From an optimization exercise on the open Yosys and OpenROAD flow, aimed at small area, a short achievable clock period and few clock cycles; shortcuts taken in it are not production practice.

==> module huffman, before the edit <==
module huffman(clk, reset, gray_valid, CNT_valid,  gray_data, CNT1, CNT2, CNT3, CNT4, CNT5, CNT6,
    code_valid, HC1, HC2, HC3, HC4, HC5, HC6, M1, M2, M3, M4, M5, M6);
input clk;
input reset;
input gray_valid;
input [7:0] gray_data;
output reg CNT_valid;
output [7:0] CNT1, CNT2, CNT3, CNT4, CNT5, CNT6;
output reg code_valid;
output [7:0] HC1, HC2, HC3, HC4, HC5, HC6;
output [7:0] M1, M2, M3, M4, M5, M6;
reg [6:0] W1, W2, W3, W4, W5;
reg [6:0] V;
reg [6:0] amount;    
reg [2:0] ptr [0:5];
reg [4:0] hc [0:5];
reg [4:0] m [0:5];
assign CNT1 = {1'b0, W5};
assign CNT2 = {1'b0, V};
assign CNT3 = {1'b0, W1};
assign CNT4 = {1'b0, W2};
assign CNT5 = {1'b0, W3};
assign CNT6 = {1'b0, W4};
assign HC1 = {3'b0, hc[0]};
assign HC2 = {3'b0, hc[1]};
assign HC3 = {3'b0, hc[2]};
assign HC4 = {3'b0, hc[3]};
assign HC5 = {3'b0, hc[4]};
assign HC6 = {3'b0, hc[5]};
assign M1 = {3'b0, m[0][4:1], 1'b1};
assign M2 = {3'b0, m[1][4:1], 1'b1};
assign M3 = {3'b0, m[2][4:1], 1'b1};
assign M4 = {3'b0, m[3][4:1], 1'b1};
assign M5 = {3'b0, m[4][4:1], 1'b1};
assign M6 = {3'b0, m[5][4:1], 1'b1};
reg counting, sorting, merging;
reg [4:1] U;
wire last_sort = sorting & !U[1];
wire last_merge = merging & !U[1];
wire step = sorting | merging;
function lt7;
    input [6:0] a, b;
    reg [6:0] l, g;
    begin
        l = ~a & b;
        g = a & ~b;
        lt7 = l[6] | ~g[6] & (l[5] | ~g[5] & (l[4] | ~g[4] & (l[3] | ~g[3] &
              (l[2] | ~g[2] & (l[1] | ~g[1] & l[0])))));
    end
endfunction
wire lt1 = lt7(W1, V);
wire lt2 = lt7(W2, V);
wire lt3 = lt7(W3, V);
wire lt4 = lt7(W4, V);
wire lt5 = lt7(W5, V);
wire [6:1] T;
assign T[1] = merging ? lt2 : (lt1 | U[1]);
assign T[2] = merging ? lt3 : (lt2 | U[2]);
assign T[3] = merging ? lt4 : (lt3 | U[3]);
assign T[4] = merging ? lt5 : (lt4 | U[4]);
assign T[5] = !merging & lt5;
assign T[6] = 1'b0;
wire [2:0] p = {T[4], T[2] & !T[4], (T[1] & !T[2]) | (T[3] & !T[4]) | T[5]};
wire [6:0] D = 7'd127;    
function [6:0] pick;
    input mrg, up, here;
    input [6:0] w2, w1, w0, v;
    pick = here ? v : up ? (mrg ? w2 : w1) : (mrg ? w1 : w0);
endfunction
wire [2:0] sym = gray_data[2:0];
wire take = counting & gray_valid;
wire [6:0] s1 = W2 + (merging ? W3 : W1);
wire [6:0] s2 = V + (merging ? W2 : W1);
always @(posedge clk) begin
    if (reset) begin
        amount <= 7'd0;
        counting <= 1'b1;
        sorting <= 1'b0;
        merging <= 1'b0;
        U <= 4'b1111;
        CNT_valid <= 1'b0;
        code_valid <= 1'b0;
        V <= 7'd0;
        W1 <= 7'd0; W2 <= 7'd0; W3 <= 7'd0; W4 <= 7'd0; W5 <= 7'd0;
    end else begin
        CNT_valid <= take && amount == 7'd99;
        code_valid <= last_merge;
        if (take) amount <= amount + 7'd1;
        if (take && amount == 7'd99) begin
            counting <= 1'b0;
            sorting <= 1'b1;
        end
        if (last_sort) begin
            sorting <= 1'b0;
            merging <= 1'b1;
        end
        if (last_merge) merging <= 1'b0;
        if (step) U <= last_sort ? 4'b1111 : {1'b0, U[4:2]};
        if (take) begin
            if (sym == 3'd1) W5 <= W5 + 7'd1;
            if (sym == 3'd2) V  <= V  + 7'd1;
            if (sym == 3'd3) W1 <= W1 + 7'd1;
            if (sym == 3'd4) W2 <= W2 + 7'd1;
            if (sym == 3'd5) W3 <= W3 + 7'd1;
            if (sym == 3'd6) W4 <= W4 + 7'd1;
        end
        if (step) begin
            W1 <= pick(merging, T[2], T[1] & !T[2], W3, W2, W1, V);
            W2 <= pick(merging, T[3], T[2] & !T[3], W4, W3, W2, V);
            W3 <= pick(merging, T[4], T[3] & !T[4], W5, W4, W3, V);
            W4 <= pick(merging, T[5], T[4] & !T[5], D,  W5, W4, V);
            W5 <= pick(merging, 1'b0, T[5],         D,  D,  W5, V);
            if (sorting && !last_sort) V <= W1;
            else V <= T[2] ? s1 : s2;
        end
    end
end
wire [2:0] dst0 = p;
wire [2:0] dst1 = merging ? p : (T[1] ? 3'd0 : 3'd1);
wire [2:0] dst2 = merging ? (T[1] ? 3'd0 : 3'd1) : (T[2] ? 3'd1 : 3'd2);
wire [2:0] dst3 = merging ? (T[2] ? 3'd1 : 3'd2) : (T[3] ? 3'd2 : 3'd3);
wire [2:0] dst4 = merging ? (T[3] ? 3'd2 : 3'd3) : (T[4] ? 3'd3 : 3'd4);
wire [2:0] dst5 = merging ? (T[4] ? 3'd3 : 3'd4) : (T[5] ? 3'd4 : 3'd5);
function [2:0] dst;
    input [2:0] j;
    input [2:0] d0, d1, d2, d3, d4, d5;
    case (j)
        3'd0: dst = d0;
        3'd1: dst = d1;
        3'd2: dst = d2;
        3'd3: dst = d3;
        3'd4: dst = d4;
        default: dst = d5;
    endcase
endfunction
integer s;
always @(posedge clk) begin
    if (reset) begin
        ptr[0] <= 3'd5;
        ptr[1] <= 3'd0;
        ptr[2] <= 3'd1;
        ptr[3] <= 3'd2;
        ptr[4] <= 3'd3;
        ptr[5] <= 3'd4;
    end else if (step) begin
        for (s = 0; s < 6; s = s + 1)
            ptr[s] <= dst(ptr[s], dst0, dst1, dst2, dst3, dst4, dst5);
    end
end
always @(posedge clk) begin
    if (reset) begin
        for (s = 0; s < 6; s = s + 1) begin
            hc[s] <= 5'd0;
            m[s] <= 5'd0;
        end
    end else if (merging) begin
        for (s = 0; s < 6; s = s + 1) begin
            if (ptr[s] <= 3'd1) begin
                m[s] <= {m[s][3:0], 1'b1};
                hc[s] <= hc[s] | (({m[s][3:0], 1'b1} & ~m[s]) & {5{ptr[s] == 3'd0}});
            end
        end
    end
end
endmodule
Settings: LEC_CHECK=0, CAP_MARGIN=20, CORE_MARGIN=2, CORE_UTILIZATION=40, PLACE_DENSITY=0.6, SETUP_SLACK_MARGIN=1.5, SLEW_MARGIN=20; clock period 4.5 ns.
run.sh (not shown) runs the stock make flow with config.mk's settings and CLKGATE_MAP_FILE= SYNTH_SCRIPT=/design/flow/synth_recipe.tcl, a recipe that flattens the netlist after the stock synthesis.
Change:
--- a/flow/design.v
+++ b/flow/design.v
@@ -24,56 +24,67 @@
 assign HC1 = {3'b0, hc[0]};
 assign HC2 = {3'b0, hc[1]};
 assign HC3 = {3'b0, hc[2]};
 assign HC4 = {3'b0, hc[3]};
 assign HC5 = {3'b0, hc[4]};
 assign HC6 = {3'b0, hc[5]};
-assign M1 = {3'b0, m[0][4:1], 1'b1};
-assign M2 = {3'b0, m[1][4:1], 1'b1};
-assign M3 = {3'b0, m[2][4:1], 1'b1};
-assign M4 = {3'b0, m[3][4:1], 1'b1};
-assign M5 = {3'b0, m[4][4:1], 1'b1};
-assign M6 = {3'b0, m[5][4:1], 1'b1};
+assign M1 = {3'b0, m[0]};
+assign M2 = {3'b0, m[1]};
+assign M3 = {3'b0, m[2]};
+assign M4 = {3'b0, m[3]};
+assign M5 = {3'b0, m[4]};
+assign M6 = {3'b0, m[5]};
 reg counting, sorting, merging;
 reg [4:1] U;
 wire last_sort = sorting & !U[1];
 wire last_merge = merging & !U[1];
-wire step = sorting | merging;
+wire [6:0] D = 7'd127;    
 function lt7;
     input [6:0] a, b;
-    reg [6:0] l, g;
+    reg [6:0] l, e;
     begin
         l = ~a & b;
-        g = a & ~b;
-        lt7 = l[6] | ~g[6] & (l[5] | ~g[5] & (l[4] | ~g[4] & (l[3] | ~g[3] &
-              (l[2] | ~g[2] & (l[1] | ~g[1] & l[0])))));
+        e = ~(a ^ b);
+        lt7 = l[6] | e[6] & (l[5] | e[5] & (l[4] | e[4] & (l[3] | e[3] &
+              (l[2] | e[2] & (l[1] | e[1] & l[0])))));
     end
 endfunction
 wire lt1 = lt7(W1, V);
 wire lt2 = lt7(W2, V);
 wire lt3 = lt7(W3, V);
 wire lt4 = lt7(W4, V);
 wire lt5 = lt7(W5, V);
 wire [6:1] T;
 assign T[1] = merging ? lt2 : (lt1 | U[1]);
 assign T[2] = merging ? lt3 : (lt2 | U[2]);
 assign T[3] = merging ? lt4 : (lt3 | U[3]);
 assign T[4] = merging ? lt5 : (lt4 | U[4]);
-assign T[5] = !merging & lt5;
+assign T[5] = merging ? 1'b0 : lt5;
 assign T[6] = 1'b0;
 wire [2:0] p = {T[4], T[2] & !T[4], (T[1] & !T[2]) | (T[3] & !T[4]) | T[5]};
-wire [6:0] D = 7'd127;    
+wire [6:0] Wa1 = merging ? W3 : W2;
+wire [6:0] Wa2 = merging ? W4 : W3;
+wire [6:0] Wa3 = merging ? W5 : W4;
+wire [6:0] Wa4 = merging ? D  : W5;
+wire [6:0] Wa5 = D;
+wire [6:0] Wb1 = merging ? W2 : W1;
+wire [6:0] Wb2 = merging ? W3 : W2;
+wire [6:0] Wb3 = merging ? W4 : W3;
+wire [6:0] Wb4 = merging ? W5 : W4;
+wire [6:0] Wb5 = merging ? D  : W5;
+wire step = sorting | merging;
 function [6:0] pick;
-    input mrg, up, here;
-    input [6:0] w2, w1, w0, v;
-    pick = here ? v : up ? (mrg ? w2 : w1) : (mrg ? w1 : w0);
+    input up, here;
+    input [6:0] a, v, b;
+    pick = up ? a : here ? v : b;
 endfunction
 wire [2:0] sym = gray_data[2:0];
 wire take = counting & gray_valid;
 wire [6:0] s1 = W2 + (merging ? W3 : W1);
 wire [6:0] s2 = V + (merging ? W2 : W1);
+wire sel1 = T[2];
 always @(posedge clk) begin
     if (reset) begin
         amount <= 7'd0;
         counting <= 1'b1;
         sorting <= 1'b0;
         merging <= 1'b0;
@@ -102,19 +113,19 @@
             if (sym == 3'd3) W1 <= W1 + 7'd1;
             if (sym == 3'd4) W2 <= W2 + 7'd1;
             if (sym == 3'd5) W3 <= W3 + 7'd1;
             if (sym == 3'd6) W4 <= W4 + 7'd1;
         end
         if (step) begin
-            W1 <= pick(merging, T[2], T[1] & !T[2], W3, W2, W1, V);
-            W2 <= pick(merging, T[3], T[2] & !T[3], W4, W3, W2, V);
-            W3 <= pick(merging, T[4], T[3] & !T[4], W5, W4, W3, V);
-            W4 <= pick(merging, T[5], T[4] & !T[5], D,  W5, W4, V);
-            W5 <= pick(merging, 1'b0, T[5],         D,  D,  W5, V);
+            W1 <= pick(T[2], T[1],          Wa1, V, Wb1);
+            W2 <= pick(T[3], T[2] & !T[3],  Wa2, V, Wb2);
+            W3 <= pick(T[4], T[3] & !T[4],  Wa3, V, Wb3);
+            W4 <= pick(T[5], T[4] & !T[5],  Wa4, V, Wb4);
+            W5 <= pick(1'b0, T[5],          Wa5, V, Wb5);
             if (sorting && !last_sort) V <= W1;
-            else V <= T[2] ? s1 : s2;
+            else V <= sel1 ? s1 : s2;
         end
     end
 end
 wire [2:0] dst0 = p;
 wire [2:0] dst1 = merging ? p : (T[1] ? 3'd0 : 3'd1);
 wire [2:0] dst2 = merging ? (T[1] ? 3'd0 : 3'd1) : (T[2] ? 3'd1 : 3'd2);
Design area stays flat.
Wire length falls by about 2%.
Fmax falls by about 1.5%.
Non-clock buffer count rises by 8.
Global-route usage stays flat.
Cell count falls by 2.6%.
No functional check of the RTL was part of any run of this note.

re-timing with driven ports:
In the flow no input, the clock included, has a driving cell. The finished layouts below were timed again as built, in two steps.
Step 1 sets driving cells, clkbuf_16 on the clock port and buf_2 on the other inputs (assumed; they add their load-dependent delay and slew).
Step 2 adds t to the input delays and takes it off the output delays; t is the mean of the earliest and latest rising clock arrival at the registers after step 1. Input paths then give back, and output paths get back, about the clock's delay inside the block.
a / b / c = no drivers / after step 1 / after step 2; a / b = the first two.
run | t (ns) | setup WS [ns] | worst data-port slew with drivers (ns)
the first run | 0.466 | 1.642 / 1.642 / 1.311 | 0.03
the second run | 0.458 | 1.599 / 1.599 / 1.278 | 0.03
After both steps every run listed still meets setup and hold. The setup slack of the first run, which loses most, moves by 0.000 ns with the drivers and by -0.331 ns with both steps.
